From an optimization exercise on the open Yosys and OpenROAD flow, aimed at small area, a short achievable clock period and few clock cycles; shortcuts taken in it are not production practice.
Function was checked by simulation only, so behaviour that the tests miss may differ from the original.

==> flow/design.v <==
`timescale 1ns / 1ns
module HLSM34 (Clk, Rst, Start, Done, a, b, c, d, zero, z);
	input Clk, Rst, Start;
	output reg Done;
	input [63:0] a;
	input [63:0] b;
	input [63:0] c;
	input [63:0] d;
	input [63:0] zero;
	output [63:0] z;
	localparam M  = 8;               
	localparam QW = 64 + 2*M;        
	localparam CW = 3;  
	localparam SW = 4;     
	reg          busy;               
	reg          ph;                 
	reg          first;              
	reg          okr;                
	reg [CW-1:0] cnt;                
	reg [SW-1:0] shr;                
	reg [67:0]   ws, wc;             
	reg [63:0]   B;                  
	reg [QW-1:0] Q;                  
	assign z = Q[63:0];
	reg [63:0] Bn;
	reg [5:0]  s;
	integer l;
	always @(*) begin
		Bn = B;
		for (l = 5; l >= 0; l = l - 1) begin
			s[l] = ~|(Bn >> (64 - (1 << l)));
			if (s[l]) Bn = Bn << (1 << l);
		end
	end
	wire [6:0]    nmin = ({1'b0, s} + 7'd3) >> 1;                 
	wire [CW-1:0] cf   = (nmin + M - 1) / M;               
	wire [7:0]    shf  = 2 * M * cf - 2 - s;
	wire [CW-1:0] cur  = first ? cf - 1'b1 : cnt;
	wire [SW-1:0] shc  = first ? shf[SW-1:0] : shr;
	wire          last = (cur == 0);
	reg lt2;
	integer k;
	always @(*) begin
		lt2 = 1'b0;
		for (k = 1; k <= 64; k = k + 1)
			lt2 = (B[k-1] & wc[k]) | (B[k-1] & lt2) | (wc[k] & lt2);
	end
	wire okc = lt2;
	reg [7:0] tzm;                           
	integer kz;
	always @(*) begin
		tzm[0] = ~B[0];
		for (kz = 1; kz < 8; kz = kz + 1) tzm[kz] = tzm[kz-1] & ~B[kz];
	end
	wire tzok = ~|((ws[8:1] ^ ~wc[8:1]) & tzm);
	wire ok  = first ? okc : okr;
	wire [69:0] D1 = {3'b000, Bn, 3'b000};    
	wire [69:0] D2 = {2'b00, Bn, 4'b0000};    
	wire [2:0]  dh = Bn[62:60];
	wire [67:0] rs [0:M];
	wire [67:0] rc [0:M];
	wire [2*M-1:0] P, N;
	assign rs[0] = ws;
	assign rc[0] = wc;
	genvar i;
	generate
		for (i = 0; i < M; i = i + 1) begin : stage
			wire [69:0] ys = {rs[i], 2'b00};
			wire [69:0] yc = {rc[i], 2'b00};
			wire signed [6:0] est = ys[69:63] + yc[69:63];
			reg signed [6:0] m2, mn1;
			always @(*) begin
				case (dh)
					3'd0: begin m2 = 12; mn1 = -13; end
					3'd1: begin m2 = 14; mn1 = -15; end
					3'd2: begin m2 = 15; mn1 = -16; end
					3'd3: begin m2 = 16; mn1 = -17; end
					3'd4: begin m2 = 18; mn1 = -19; end
					3'd5: begin m2 = 20; mn1 = -20; end
					3'd6: begin m2 = 20; mn1 = -21; end
					default: begin m2 = 22; mn1 = -23; end
				endcase
			end
			wire g2  = est >= m2;
			wire g1  = dh[2] ? (est >= 6) : (est >= 4);
			wire g0  = dh[2] ? (est >= -8) : (est >= -5);
			wire gn1 = est >= mn1;
			wire pos = g1;                   
			wire neg = ~g0;                  
			wire two = g2 | ~gn1;            
			wire one = (g1 & ~g2) | (gn1 & ~g0);
			wire [69:0] mq = ({70{one}} & D1) | ({70{two}} & D2);
			wire [69:0] t  = mq ^ {70{pos}};
			wire [67:0] sm, cr;
			csa68 u_csa (.x(ys[67:0]), .y(yc[67:0]), .t(t[67:0]), .s(sm), .c(cr));
			assign rs[i+1] = sm;
			assign rc[i+1] = {cr[66:0], pos};
			assign P[2*(M-1-i) +: 2] = {pos & two, pos & one};
			assign N[2*(M-1-i) +: 2] = {neg & two, neg & one};
		end
	endgenerate
	wire [67:0] fs = rs[M];
	wire [67:0] fc = rc[M];
	wire [67:0] fg = fs & fc;
	wire [67:0] fp = fs | fc;
	wire [67:0] fx = fs ^ fc;
	reg  [66:0] G, Pp, Gn, Pn;
	integer lv, jj;
	always @(*) begin
		G = fg[66:0]; Pp = fp[66:0];
		for (lv = 0; lv < 7; lv = lv + 1) begin
			Gn = G; Pn = Pp;
			for (jj = 0; jj < 67; jj = jj + 1)
				if (jj >= (1 << lv)) begin
					Gn[jj] = G[jj] | (Pp[jj] & G[jj - (1 << lv)]);
					Pn[jj] = Pp[jj] & Pp[jj - (1 << lv)];
				end
			G = Gn; Pp = Pn;
		end
	end
	wire        wneg  = fx[67] ^ G[66];
	wire        wzero = ~|(fx ^ {fp[66:0], 1'b0});
	wire          corr = last & wneg;
	wire [M-1:0] dnz, dng;                   
	genvar di;
	generate
		for (di = 0; di < M; di = di + 1) begin : dig
			assign dnz[di] = |P[2*(M-1-di) +: 2] | |N[2*(M-1-di) +: 2];
			assign dng[di] = |N[2*(M-1-di) +: 2];
		end
	endgenerate
	reg [M:0]     bw;                        
	reg [M-1:0]   hv, hs;                    
	reg [2*M-1:0] V;
	integer kk;
	always @(*) begin
		hv[M-1] = 1'b0; hs[M-1] = 1'b0;
		hv[M-2] = 1'b0; hs[M-2] = 1'b0;
		for (kk = M - 3; kk >= 0; kk = kk - 1) begin
			hv[kk] = hv[kk+1] | dnz[kk+1];
			hs[kk] = dnz[kk+1] ? dng[kk+1] : hs[kk+1];
		end
		bw[M]   = corr;
		bw[M-1] = corr;
		bw[M-2] = dnz[M-1] ? dng[M-1] : corr;
		for (kk = M - 3; kk >= 0; kk = kk - 1)
			bw[kk] = hv[kk] ? hs[kk] : bw[M-2];
		for (kk = 0; kk < M; kk = kk + 1)
			V[2*(M-1-kk) +: 2] = P[2*(M-1-kk) +: 2] - N[2*(M-1-kk) +: 2] - bw[kk];
	end
	wire vneg = dnz[0] ? dng[0] : bw[0];
	localparam HW = QW - 2*M;
	wire [HW-1:0] Qb = Q[HW-1:0] & {HW{~first}};
	reg  [HW:0]   az;                        
	integer jz;
	always @(*) begin
		az[0] = 1'b1;
		for (jz = 0; jz < HW; jz = jz + 1)
			az[jz+1] = az[jz] & ~Qb[jz];
	end
	wire [HW-1:0] Qh = Qb ^ ({HW{vneg}} & az[HW-1:0]);
	wire [QW-1:0] Qn = {Qh, V};
	wire [SW-1:0] sa = last ? shc : {SW{1'b0}};
	wire [QW-1:0] Qr = Qn >> sa;
	wire [QW-1:0] Qs = {Qn[QW-1:64], Qr[63:0]};
	wire [2*M-1:0] lowmask = ~({2*M{1'b1}} << shc);
	wire          lowz = ~|(V & lowmask);
	wire          eq  = wzero & lowz & ok & ~Qh[HW-1];    
	wire skip = first & ~ph & ~(okc & tzok);  
	wire tocd = ~ph & (skip | (last & ~eq));
	wire early = (|zero[63:60]) & ~(|b[63:60]);
	wire [7:0] ldg;
	genvar gi;
	generate
		for (gi = 0; gi < 8; gi = gi + 1) begin : ldsel
			ld_sel u_ld (.zhi(zero[63:60]), .bhi(b[63:60]), .busy(busy), .tocd(tocd), .ldcd(ldg[gi]));
		end
	endgenerate
	wire [67:0] ldw;                         
	wire [63:0] ldb;
	generate
		for (gi = 0; gi < 68; gi = gi + 1) begin : ldw_b
			assign ldw[gi] = ldg[gi / 17];
		end
		for (gi = 0; gi < 64; gi = gi + 1) begin : ldb_b
			assign ldb[gi] = ldg[4 + gi / 16];
		end
	endgenerate
	wire [67:0] ws_n = busy ? rs[M] : {3'b000, a, 1'b1};
	wire [67:0] wc_n = busy ? rc[M] : {3'b111, ~zero, 1'b1};
	wire [63:0] B_n  = busy ? Bn : b;
	always @(posedge Clk) begin
		Q <= Qs;
		ws <= (ldw & {3'b000, c, 1'b0}) | (~ldw & ws_n);
		wc <= ~ldw & wc_n;
		B  <= (ldb & d) | (~ldb & B_n);
		first <= !busy || tocd;
		cnt   <= cur - 1'b1;
		shr   <= shc;
		okr   <= ok;
	end
	always @(posedge Clk) begin
		if (Rst) begin
			busy <= 0; ph <= 0; Done <= 0;
		end else begin
			Done <= 0;
			if (!busy) begin
				if (Start) begin busy <= 1; ph <= early; end
			end else if (tocd) begin
				ph <= 1;
			end else if (last) begin
				busy <= 0; Done <= 1;
			end
		end
	end
endmodule
module csa68 (x, y, t, s, c);
	input  [67:0] x, y, t;
	output [67:0] s, c;
	assign s = x ^ y ^ t;
	assign c = (x & y) | (x & t) | (y & t);
endmodule
module ld_sel (zhi, bhi, busy, tocd, ldcd);
	input  [3:0] zhi, bhi;
	input        busy, tocd;
	output       ldcd;
	assign ldcd = busy ? tocd : ((|zhi) & ~(|bhi));
endmodule
Settings: LEC_CHECK=0, CAP_MARGIN=10, CORE_MARGIN=2, CORE_UTILIZATION=60, CTS_CLUSTER_DIAMETER=100, CTS_CLUSTER_SIZE=24, SETUP_SLACK_MARGIN=5, SLEW_MARGIN=10, SYNTH_HIERARCHICAL=1, SYNTH_MINIMUM_KEEP_SIZE=0; clock period 300.0 ns.
standard.sh (not shown) runs the stock make flow with config.mk's settings and CLKGATE_MAP_FILE= SYNTH_SCRIPT=/design/flow/synth_recipe.tcl, a recipe that flattens the netlist after the stock synthesis.
==> flow/flow/run.sh <==
#!/bin/bash
# Layout flow: the standard flow, except that synthesis
#  - maps the logic with an area-oriented ABC script (flow/abc_area.script)
#    instead of ORFS's delay-oriented one, and
#  - extracts only full adders (extract_fa -fa); half adders are left to ABC;
# everything else in synthesis (registers included) is unchanged; and the
# port buffers are buf_1 cells.  Each step's full output goes to its own log
# file in this folder.
set -euo pipefail
rm -rf scripts
mkdir scripts
cp -r "$FLOW_HOME/scripts/." scripts/
cp flow/abc_area.script scripts/abc_speed.script
sed -i 's/extract_fa {\*}\[dont_use_extract_fa_args\]/extract_fa -fa/' scripts/synth.tcl
grep -q '^ *extract_fa -fa$' scripts/synth.tcl
bash standard.sh SCRIPTS_DIR="$PWD/scripts" synth > synth.log 2>&1
bash standard.sh "BUFFER_PORTS_ARGS=-buffer_cell sky130_fd_sc_hd__buf_1" finish > layout.log 2>&1
==> flow/flow/abc_area.script <==
&get -n
&st
&dch
&nf -a
&put
buffer -c
topo
stime -c
upsize -c
dnsize -c
&get -n
&st
&dch
&nf -a
&put
buffer -c
topo
stime -c
upsize -c
dnsize -c
&get -n
&st
&dch
&nf -a
&put
buffer -c
topo
stime -c
upsize -c
dnsize -c
Testbench counts at the start, summed over its fixed seeds: cycles 33,977.
Edit:
--- a/flow/design.v
+++ b/flow/design.v
@@ -89,14 +89,14 @@
 			wire neg = ~g0;                  
 			wire two = g2 | ~gn1;            
 			wire one = (g1 & ~g2) | (gn1 & ~g0);
 			wire [69:0] mq = ({70{one}} & D1) | ({70{two}} & D2);
 			wire [69:0] t  = mq ^ {70{pos}};
-			wire [67:0] sm, cr;
-			csa68 u_csa (.x(ys[67:0]), .y(yc[67:0]), .t(t[67:0]), .s(sm), .c(cr));
-			assign rs[i+1] = sm;
-			assign rc[i+1] = {cr[66:0], pos};
+			wire [67:2] sm, cr;
+			csa66 u_csa (.x(ys[67:2]), .y(yc[67:2]), .t(t[67:2]), .s(sm), .c(cr));
+			assign rs[i+1] = {sm, t[1:0]};
+			assign rc[i+1] = {cr[66:2], 2'b00, pos};
 			assign P[2*(M-1-i) +: 2] = {pos & two, pos & one};
 			assign N[2*(M-1-i) +: 2] = {neg & two, neg & one};
 		end
 	endgenerate
 	wire [67:0] fs = rs[M];
@@ -212,13 +212,13 @@
 				busy <= 0; Done <= 1;
 			end
 		end
 	end
 endmodule
-module csa68 (x, y, t, s, c);
-	input  [67:0] x, y, t;
-	output [67:0] s, c;
+module csa66 (x, y, t, s, c);
+	input  [65:0] x, y, t;
+	output [65:0] s, c;
 	assign s = x ^ y ^ t;
 	assign c = (x & y) | (x & t) | (y & t);
 endmodule
 module ld_sel (zhi, bhi, busy, tocd, ldcd);
 	input  [3:0] zhi, bhi;
=>
- critical path depth drops by 1
- wire length drops by 1.9%
- design area drops by 0.51%
- register-to-register slack is worse by 2300 ps
- global-route usage drops by 0.68 points
- fmax barely changes
- clock-buffer cell count climbs by 1
- worst hold slack hardly moves
- cell count drops by 0.77%
Testbench counts after the change, summed over its fixed seeds: cycles 33,977.

## static timing again, ports no longer ideal
No port has a modelled driver above. Below, the same layouts with a new extraction and two added sets of constraints.
Step 1 assumes that a clkbuf_16 drives the clock port and a buf_2 every other input.
Step 2 also shifts input and output timing later by t, the mid clock arrival at the registers, as if the neighbouring blocks saw the same clock.
Three values: ideal, step 1, step 2; two values: the first two.
run | t (ns) | slack for setup (ns) | hold slack, ns
the first run | 0.660 | 238.596 / 238.621 / 237.961 | 0.491 / 0.491 / 0.491
the second run | 0.646 | 238.632 / 238.678 / 238.032 | 0.492 / 0.492 / 0.492
After both steps every run listed still meets setup and hold. The setup slack of the first run, which loses most, moves by +0.025 ns with the drivers and by -0.635 ns with both steps.
